This is an optimization exercise on Yosys and OpenROAD, whose aim is small area, a short achievable clock period and few clock cycles, not a production implementation. The RTL was checked by simulation tests, not by an equivalence proof against the original design. Power figures rest on the tool's default switching activity, not on a simulated workload.

==> exp/raven <==
Design rdma_ip_decap_integrated, start of the top module:
module rdma_ip_decap_integrated #(
    parameter [47:0] LOCAL_MAC  = 48'h000A35010203,
    parameter [15:0] LOCAL_PORT = 16'd5005
)(
    input  wire        iClk,
    input  wire        iRst,
    input  wire [31:0] i_eth_axis_tdata,
    input  wire [3:0]  i_eth_axis_tkeep,
    input  wire        i_eth_axis_tvalid,
    output wire        o_eth_axis_tready,
    input  wire        i_eth_axis_tlast,
    input  wire        i_eth_axis_tuser,
    output wire [31:0] o_payload_axis_tdata,
    output wire [3:0]  o_payload_axis_tkeep,
    output wire        o_payload_axis_tvalid,
    input  wire        i_payload_axis_tready,
    output wire        o_payload_axis_tlast,
    output wire        o_payload_axis_tuser,
    output wire [31:0] o_hdr_src_ip,
    output wire [31:0] o_hdr_dst_ip,
    output wire [15:0] o_hdr_src_port,
    output wire [15:0] o_hdr_dst_port,
    output wire [15:0] o_hdr_payload_len,
    output wire        o_hdr_valid,
    output wire        o_busy,
    output wire        o_error,
    output wire [3:0]  o_error_code,
    output wire        o_stat_pkt_received,
    output wire        o_stat_pkt_dropped,
    output wire [2:0]  o_debug_state
);
wire [31:0] d    = i_eth_axis_tdata;
wire [3:0]  k    = i_eth_axis_tkeep;
wire        tl   = i_eth_axis_tlast;
wire        tu   = i_eth_axis_tuser;
reg  [3:0] bc;       
reg        drop;     
reg        pay;      
reg        pend;     
reg        pk3;      
reg        pu;       
wire hdr_mode = !drop && !pay;
reg [31:0] o_data; reg [3:1] o_keep; reg o_last, o_user, o_valid;
reg [31:0] q_data; reg [3:1] q_keep; reg q_last, q_user, q_valid;
reg  tready;          
reg  busy_r;
wire hs     = i_eth_axis_tvalid && tready;
wire hh     = hs && hdr_mode;      
reg [3:0]  ec;               
reg [15:0] ca, cb;           
reg [15:0] s_reg;            
reg        hv_r, er_r, rc_r, dr_r;
wire        b3  = (bc == 4'd3);
wire [15:0] ya  = b3 ? 16'hFFF7 : ca;
wire [15:0] yb  = b3 ? 16'h0000 : cb;
wire [15:0] cw2 = (bc == 4'd8) ? 16'd0 : d[31:16];
wire [15:0] s1  = ya ^ yb ^ d[15:0];
wire [15:0] c1  = (ya & yb) | (ya & d[15:0]) | (yb & d[15:0]);
wire [15:0] c1r = {c1[14:0], c1[15]};
wire [15:0] s2  = s1 ^ c1r ^ cw2;
wire [15:0] c2  = (s1 & c1r) | (s1 & cw2) | (c1r & cw2);
wire [15:0] c2r = {c2[14:0], c2[15]};
wire ck_ok = (ca == ~cb) || ((ca == 16'h0000) && (cb == 16'h0000)) ||
  ...
export LEC_CHECK = 0
export ABC_CLOCK_PERIOD_IN_PS = 2500
export CAP_MARGIN = 20
export CORE_MARGIN = 2
export CORE_UTILIZATION = 40
export CTS_BUF_LIST = sky130_fd_sc_hd__clkbuf_8
export SLEW_MARGIN = 20
create_clock -name core_clock -period 9.0 [get_ports {iClk}]
standard.sh (not shown) runs the stock make flow with config.mk's settings and CLKGATE_MAP_FILE= SYNTH_SCRIPT=/design/flow/synth_recipe.tcl, a recipe that flattens the netlist after the stock synthesis.
==> flow/flow/run.sh <==
#!/bin/bash
# The standard layout (standard.sh) with these changes:
# - the port buffers inserted before global placement are plain buf_1 cells
#   instead of the default delay-cell choice;
# - clock tree synthesis adds no dummy balancing loads;
# - timing repair aims for a setup slack of 6.0 ns at the 9 ns clock, i.e. a
#   shorter achieved period than the constraint asks for.
# The whole make output goes to standard_flow.log; each step's own log is
# under orfs/logs.
set -euo pipefail
export BUFFER_PORTS_ARGS="-buffer_cell sky130_fd_sc_hd__buf_1"
export CTS_ARGS="-sink_clustering_enable -repair_clock_nets -dont_use_dummy_load"
bash standard.sh SETUP_SLACK_MARGIN=6.0 finish > standard_flow.log 2>&1
==> inputs of exp/garnet, as changes to exp/raven <==
==> flow/flow/run.sh (replaced) <==
#!/bin/bash
# The standard layout (standard.sh) with these changes:
# - the port buffers inserted before global placement are plain buf_1 cells
#   instead of the default delay-cell choice;
# - clock tree synthesis adds no dummy balancing loads;
# - timing repair aims for a setup slack of 6.2 ns at the 9 ns clock, i.e. a
#   shorter achieved period than the constraint asks for.
# The whole make output goes to standard_flow.log; each step's own log is
# under orfs/logs.
set -euo pipefail
export BUFFER_PORTS_ARGS="-buffer_cell sky130_fd_sc_hd__buf_1"
export CTS_ARGS="-sink_clustering_enable -repair_clock_nets -dont_use_dummy_load -buf_list sky130_fd_sc_hd__clkbuf_8"
bash standard.sh SETUP_SLACK_MARGIN=6.2 finish > standard_flow.log 2>&1
- CTS_BUF_LIST: sky130_fd_sc_hd__clkbuf_8 -> not set
==> summary.txt <==
Status - timing/DRC/antenna clean
Fin crit share - 0.332
Met2 wire length - 10,900 um
Part of the power in combinational logic - 0.111
Slew Limit Headroom - 0.345
Worst hold endpoint - q_data[5]
DRT Wirelength - 23,000 um
Via count - 6,181
Multi-input combinational area share - 0.346
Fill count - 1,732
That was exp/garnet.
==> summary.txt <==
Die Footprint - 20,800 um^2
Hold Path Stages - 0
Fill count - 1,805
Part of the power in combinational logic - 0.079
Met1 Wirelength - 9870 um
Synth top cells by count - edfxtp_1 (128), nand2_1 (76), buf_4 (52)
Post-Synth Adder-Cell Area - 0.0892
P_leak - 3.30 nW
Status - timing/DRC/antenna clean
Worst hold endpoint - q_data[8]
Multi-input combinational area share - 0.357
Fin crit share - 0.339
Slew Limit Headroom - 0.500
Area of the core - 19,400 um^2
Post-synth top area share - 0.488
Crit-path slowest cell - a211o_1
Met2 wire length - 9930 um
Via count - 5,805
# IOs - 206
That was exp/raven.
Testbench counts of exp/raven, summed over its fixed seeds: cycles 43,647.
Testbench counts of exp/garnet, summed over its fixed seeds: cycles 43,647.

## port drivers added, routing unchanged
Ports are ideal in the flow. The routed layouts listed here were re-timed in OpenROAD. Step 1, drivers: a clkbuf_16 drives iClk and a buf_2 each remaining input, both assumed. Step 2 moves the port delays by t, midway between the first and last clock arrival at a register: inputs arrive t later, outputs are due t later. That takes back most of the time a late clock gives input paths. a / b / c = ideal ports / drivers / drivers and shift; a / b = the first two.
run | t, ns | slack for setup (ns) | slew at the worst register clock pin (ns)
exp/raven | 0.448 | 5.947 / 5.961 / 5.513 | 0.07 / 0.07
exp/garnet | 0.475 | 6.013 / 5.996 / 5.522 | 0.09 / 0.09
After both steps every run listed still meets setup and hold. The setup slack of exp/garnet, which loses most, moves by -0.017 ns with the drivers and by -0.491 ns with both steps.
